This design comes from an exercise in tuning for small area on the open sky130 flow, not from production work. RTL that was checked went through simulation tests only; none was proved equivalent to the original. Power and IR drop assume default switching activity.

==> build 81 <==
==> flow/design.v <==
module topLevel (input start, stop, clr, countDown, timeSet, lap, clk, reset,
                 output [3:0] an, output [0:6] seg, output dp, output [2:0] stateOut);
	localparam Zero = 3'b000, CntUp = 3'b001, CntDwn = 3'b010, HoldDisp = 3'b011,
	           Flash = 3'b100, Lap = 3'b110, TimeJog = 3'b111;
	reg [2:0] st;
	reg [9:0] div;        
	reg [10:0] scan;      
	reg [3:0] mins, ones, tenths;
	reg [2:0] tens;
	reg [3:0] dMins, dOnes, dTenths;    
	reg [2:0] dTens;
	wire sZero = ~st[2] & ~st[1] & ~st[0];
	wire sFlash = st[2] & ~st[1];
	wire sJog = st[2] & st[1] & st[0];
	wire counting = st[1] ^ st[0];           
	wire jogRun = sJog & start;
	wire [9:0] divInc = div + 10'd1;
	wire slowTick = ~div[9] & (&div[8:0]);
	wire fastTick = ~div[9] & ~div[7] & (&div[6:0]);
	always @(posedge clk)
		if (reset | (div[9] & div[6] & div[5] & div[1])) div <= 10'd0;
		else div <= divInc;
	always @(posedge clk)
		if (reset) scan <= 11'd0;
		else scan <= scan + 11'd1;
	wire up = st[2] ? ~countDown : st[0];
	wire clrD = reset | (sZero & slowTick);
	wire step = (jogRun & fastTick) | (counting & slowTick);
	wire e1 = up ? (tenths[3] & tenths[0]) : (tenths == 4'd0);
	wire e2 = e1 & (up ? (ones[3] & ones[0]) : (ones == 4'd0));
	wire e3 = e2 & (up ? (tens[2] & tens[0]) : (tens == 3'd0));
	wire e4 = e3 & (up ? (mins[3] & mins[0]) : (mins == 4'd0));
	function [3:0] dec10;    
		input [3:0] d;
		input u;
		dec10 = u ? ((d[3] & d[0]) ? 4'd0 : d + 4'd1) : ((d == 4'd0) ? 4'd9 : d - 4'd1);
	endfunction
	function [2:0] dec6;
		input [2:0] d;
		input u;
		dec6 = u ? ((d[2] & d[0]) ? 3'd0 : d + 3'd1) : ((d == 3'd0) ? 3'd5 : d - 3'd1);
	endfunction
	wire [3:0] nTenths = clrD ? 4'd0 : step ? dec10(tenths, up) : tenths;
	wire [3:0] nOnes = clrD ? 4'd0 : (step & e1) ? dec10(ones, up) : ones;
	wire [2:0] nTens = clrD ? 3'd0 : (step & e2) ? dec6(tens, up) : tens;
	wire [3:0] nMins = clrD ? 4'd0 : (step & e3) ? dec10(mins, up) : mins;
	always @(posedge clk) begin
		tenths <= nTenths;
		ones <= nOnes;
		tens <= nTens;
		mins <= nMins;
	end
	wire flashing = e4;      
	wire [2:0] go = countDown ? CntDwn : CntUp;
	reg [2:0] nst;
	always @(*)
		case (st)
			Zero: nst = timeSet ? TimeJog : start ? go : Zero;
			CntUp: nst = flashing ? Flash : lap ? Lap : stop ? HoldDisp : CntUp;
			CntDwn: nst = flashing ? Flash : stop ? HoldDisp : CntDwn;
			HoldDisp: nst = clr ? Zero : timeSet ? TimeJog : start ? go : HoldDisp;
			Flash: nst = start ? go : stop ? Zero : Flash;
			Lap: nst = start ? go : Lap;
			TimeJog: nst = timeSet ? TimeJog : HoldDisp;
			default: nst = Zero;
		endcase
	wire [2:0] nstR = reset ? Zero : nst;
	always @(posedge clk)
		st <= nstR;
	wire nLap = nstR == Lap;
	always @(posedge clk)
		if (!nLap) begin
			dTenths <= nTenths;
			dOnes <= nOnes;
			dTens <= nTens;
			dMins <= nMins;
		end
	wire blank = sFlash & scan[10];
	reg [3:0] hexVal;
	always @(*)
		case (scan[5:4])
			2'b11: hexVal = dMins;
			2'b10: hexVal = {1'b0, dTens};
			2'b01: hexVal = dOnes;
			default: hexVal = dTenths;
		endcase
	assign an = blank ? 4'b1111 : ~(4'b0001 << scan[5:4]);
	assign dp = ~(scan[4] & ~blank);
	wire [3:0] h = sFlash ? 4'd0 : hexVal;
	reg [0:6] dec;
	always @(*)
		case (h)
			4'd0: dec = 7'b000_0001;
			4'd1: dec = 7'b100_1111;
			4'd2: dec = 7'b001_0010;
			4'd3: dec = 7'b000_0110;
			4'd4: dec = 7'b100_1100;
			4'd5: dec = 7'b010_0100;
			4'd6: dec = 7'b010_0000;
			4'd7: dec = 7'b000_1111;
			4'd8: dec = 7'b000_0000;
			default: dec = 7'b000_0100;
		endcase
	assign seg = dec;
	assign stateOut = st;
endmodule
==> flow/run.sh <==
#!/bin/bash
# synth_recipe.tcl (not shown) runs the flow's synth.tcl, then flattens the netlist and writes it again
# the make line also repeats each setting of config.mk as NAME=value (left out here)
make -C /OpenROAD-flow-scripts/flow DESIGN_CONFIG=/design/flow/config.mk WORK_HOME=/design/flow/orfs CLKGATE_MAP_FILE= SYNTH_SCRIPT=/design/flow/synth_recipe.tcl finish
==> flow/config.mk <==
export PLATFORM = sky130hd
export DESIGN_NAME = topLevel
export DESIGN_NICKNAME = topLevel
export VERILOG_FILES = /design/flow/design.v
export SDC_FILE = /design/flow/constraint.sdc
export NUM_CORES = 4
export LEC_CHECK = 0
export CAP_MARGIN = 20
export CORE_MARGIN = 2
export CORE_UTILIZATION = 40
export SLEW_MARGIN = 20
==> flow/constraint.sdc <==
create_clock -name core_clock -period 6.0 [get_ports {clk}]
set_input_delay 1.2000 -clock core_clock [delete_from_list [all_inputs] [get_ports {clk}]]
set_output_delay 1.2000 -clock core_clock [all_outputs]
set_load 0.01 [all_outputs]
==> inputs of trial 62, as changes to build 81 <==
==> flow/design.v (replaced) <==
module topLevel (input start, stop, clr, countDown, timeSet, lap, clk, reset,
                 output [3:0] an, output [0:6] seg, output dp, output [2:0] stateOut);
	reg [2:0] st;
	reg [9:0] div;        
	reg [10:0] scan;      
	reg [3:0] mins, ones, tenths;
	reg [2:0] tens;
	reg [3:0] dMins, dOnes, dTenths;    
	reg [2:0] dTens;
	wire sZero = ~st[2] & ~st[1] & ~st[0];
	wire sFlash = st[2] & ~st[1];
	wire sJog = st[2] & st[1] & st[0];
	wire counting = st[1] ^ st[0];           
	wire slowTick = ~div[9] & (&div[8:0]);
	wire fastTick = ~div[9] & ~div[7] & (&div[6:0]);
	always @(posedge clk)
		if (reset | (div[9] & div[6] & div[5] & div[1])) div <= 10'd0;
		else div <= div + 10'd1;
	always @(posedge clk)
		if (reset) scan <= 11'd0;
		else scan <= scan + 11'd1;
	wire up = st[2] ? ~countDown : st[0];
	wire c = reset | (sZero & slowTick);
	wire step = (sJog & start & fastTick) | (counting & slowTick);
	wire [3:0] pT = ~(tenths ^ {4{up}});
	wire [3:0] pO = ~(ones ^ {4{up}});
	wire [2:0] pS = ~(tens ^ {3{up}});
	wire [3:0] pM = ~(mins ^ {4{up}});
	wire wT = pT[0] & (up ? tenths[3] : (pT[1] & pT[2] & pT[3]));
	wire wO = pO[0] & (up ? ones[3] : (pO[1] & pO[2] & pO[3]));
	wire wS = pS[0] & (up ? tens[2] : (pS[1] & pS[2]));
	wire wM = pM[0] & (up ? mins[3] : (pM[1] & pM[2] & pM[3]));
	wire sT = step;
	wire sO = sT & wT;
	wire sS = sO & wO;
	wire sM = sS & wS;
	wire [3:0] nTenths = c ? 4'd0 : tenths ^ ({4{sT}} & {(pT[0] & pT[1] & pT[2]) | wT, pT[0] & pT[1] & ~wT, pT[0] & ~wT, 1'b1});
	wire [3:0] nOnes = c ? 4'd0 : ones ^ ({4{sO}} & {(pO[0] & pO[1] & pO[2]) | wO, pO[0] & pO[1] & ~wO, pO[0] & ~wO, 1'b1});
	wire [2:0] nTens = c ? 3'd0 : tens ^ ({3{sS}} & {(pS[0] & pS[1]) | wS, pS[0] & ~wS, 1'b1});
	wire [3:0] nMins = c ? 4'd0 : mins ^ ({4{sM}} & {(pM[0] & pM[1] & pM[2]) | wM, pM[0] & pM[1] & ~wM, pM[0] & ~wM, 1'b1});
	always @(posedge clk) begin
		tenths <= nTenths;
		ones <= nOnes;
		tens <= nTens;
		mins <= nMins;
	end
	wire f = wT & wO & wS & wM;
	wire ts = timeSet, sa = start, sp = stop, cd = countDown, cl = clr, lp = lap;
	wire s2 = st[2], s1 = st[1], s0 = st[0];
	reg [2:0] nst;
	always @(*)
		case (st)
			3'd0: nst = {ts, ts | (sa & cd), ts | (sa & ~cd)};
			3'd1: nst = {f | lp, ~f & (lp | sp), ~f & ~lp};
			3'd2: nst = {f, ~f, ~f & sp};
			3'd3: nst = {~cl & ts, ~cl & (ts | ~sa | cd), ~cl & (ts | ~sa | ~cd)};
			3'd4: nst = {~sa & ~sp, sa & cd, sa & ~cd};
			3'd5: nst = {ts, sa & cd, sa & ~cd};
			3'd6: nst = {~sa, ~sa | cd, sa & ~cd};
			default: nst = {ts, 1'b1, 1'b1};
		endcase
	wire [2:0] nstR = reset ? 3'd0 : nst;
	always @(posedge clk)
		st <= nstR;
	wire nLap = nstR == 3'd6;
	always @(posedge clk)
		if (!nLap) begin
			dTenths <= nTenths;
			dOnes <= nOnes;
			dTens <= nTens;
			dMins <= nMins;
		end
	wire blank = sFlash & scan[10];
	reg [3:0] hexVal;
	always @(*)
		case (scan[5:4])
			2'b11: hexVal = dMins;
			2'b10: hexVal = {1'b0, dTens};
			2'b01: hexVal = dOnes;
			default: hexVal = dTenths;
		endcase
	assign an = blank ? 4'b1111 : ~(4'b0001 << scan[5:4]);
	assign dp = ~(scan[4] & ~blank);
	wire [3:0] h = sFlash ? 4'd0 : hexVal;
	reg [0:6] dec;
	always @(*)
		case (h)
			4'd0: dec = 7'b000_0001;
			4'd1: dec = 7'b100_1111;
			4'd2: dec = 7'b001_0010;
			4'd3: dec = 7'b000_0110;
			4'd4: dec = 7'b100_1100;
			4'd5: dec = 7'b010_0100;
			4'd6: dec = 7'b010_0000;
			4'd7: dec = 7'b000_1111;
			4'd8: dec = 7'b000_0000;
			default: dec = 7'b000_0100;
		endcase
	assign seg = dec;
	assign stateOut = st;
endmodule
==> flow/flow/run.sh (new file) <==
#!/bin/bash
# The standard layout, with an area-oriented abc script, no adder cells, and buf_1 port buffers.
set -euo pipefail
W=$(pwd)
bash standard.sh SYNTH_SCRIPT=$W/flow/synth.tcl AREA_ABC_SCRIPT=$W/flow/area.abc ADDER_MAP_FILE= \
  "BUFFER_PORTS_ARGS=-buffer_cell sky130_fd_sc_hd__buf_1" finish > $W/standard.log 2>&1
==> flow/flow/area.abc (new file) <==
strash
&get -n
&st
&dch -f
&nf -R 1000
&put
==> flow/flow/synth.tcl (new file) <==
# synth_recipe.tcl with one change: abc maps with the area script in flow/area.abc.
proc synth {args} { yosys synth -nofsm -noshare {*}$args }
proc abc {args} {
  set i [lsearch $args -script]
  if { $i >= 0 } { lset args [expr {$i + 1}] $::env(AREA_ABC_SCRIPT) }
  yosys abc {*}$args
}
source $::env(SCRIPTS_DIR)/synth.tcl
# left out here: clear keep_hierarchy, flatten, clean up, hide names made inside functions, write 1_2_yosys.v
==> flow/standard.sh (new file) <==
#!/bin/bash
# synth_recipe.tcl (not shown) runs the flow's synth.tcl, then flattens the netlist and writes it again
# the make line also repeats each setting of config.mk as NAME=value (left out here)
make -C /OpenROAD-flow-scripts/flow DESIGN_CONFIG=/design/flow/config.mk WORK_HOME=/design/flow/orfs CLKGATE_MAP_FILE= SYNTH_SCRIPT=/design/flow/synth_recipe.tcl "${@:-finish}"
Settings changed: CORE_UTILIZATION 40 to 60, CTS_BUF_LIST set to sky130_fd_sc_hd__clkbuf_4 sky130_fd_sc_hd__clkbuf_8, CTS_CLUSTER_SIZE set to 30.
removed: flow/run.sh
==> comparison <==
Between trial 62 and build 81, the lower sequential share of layout area is in build 81 (gap 11 points).
Trial 62 completed without violations. Build 81 passed the timing, DRC and antenna checks.
Against build 81, the first-iteration DRC count of trial 62 is smaller by about 56%.
Against build 81, the area after synthesis of trial 62 is smaller by 23%.
In trial 62 the core utilization is higher than in build 81, by 22 points.
In non-clock buffer count, build 81 and trial 62 do not differ.
Against trial 62, the synthesized cell count of build 81 is higher by about 33%.
==> figures <==
metric                                                                        build 81        trial 62
Run status                                                              finished clean  finished clean
Highest ir drop seen on vdd                                                   0.147 mV        0.179 mV
Met3 WL                                                                         272 um          203 um
Critical path launch point                                          scan[5]$_SDFF_PP0_       countDown
Type of origin of the critical path                                          flip-flop      input port
Complex-gate fraction of the synthesized area                                    21.3%           11.8%
Fraction of area in clock buffers and inverters                                  3.22%           4.20%
Register clock-pin slew on the reported worst setup and hold paths             0.10 ns         0.09 ns
Worst slew pin tran                                                           0.946 ns         1.04 ns
Layout Area Growth over Synthesis                                                12.7%           9.72%
Sequential area share after synthesis                                            38.4%           49.8%
Effective utilization at floorplan                                               41.3%           62.2%
Seq/total area                                                                   34.0%           45.4%
Standard-cell row count                                                             32              23
Only the layout flow was run in trial 62; the RTL was not checked for function there.

-- afterwards: timing with drivers on the ports --
The flow's constraints put no driver on any port. The routed layouts listed below were extracted and timed again, unchanged, in two steps.
Step 1: set_driving_cell puts a clkbuf_16 on clk and a buf_2 on each other input, an assumption about the parent block.
Step 2 adds t to the input delays and takes it off the output delays; t is the mean of the earliest and latest rising clock arrival at the registers after step 1. Input paths then give back, and output paths get back, about the clock's delay inside the block.
a / b / c = ideal / step 1 / step 2; a / b = the first two.
run	shift t [ns]	setup slack, ns	hold slack, ns	worst slew at a driven data input, ns
build 81	0.344	1.924 / 1.891 / 1.869	0.462 / 0.462 / 0.462	0.03
trial 62	0.334	2.037 / 2.044 / 1.710	0.458 / 0.458 / 0.458	0.03
After both steps setup and hold are still met in every run listed. The setup slack of trial 62, which loses most, moves by +0.007 ns with the drivers and by -0.327 ns with both steps.
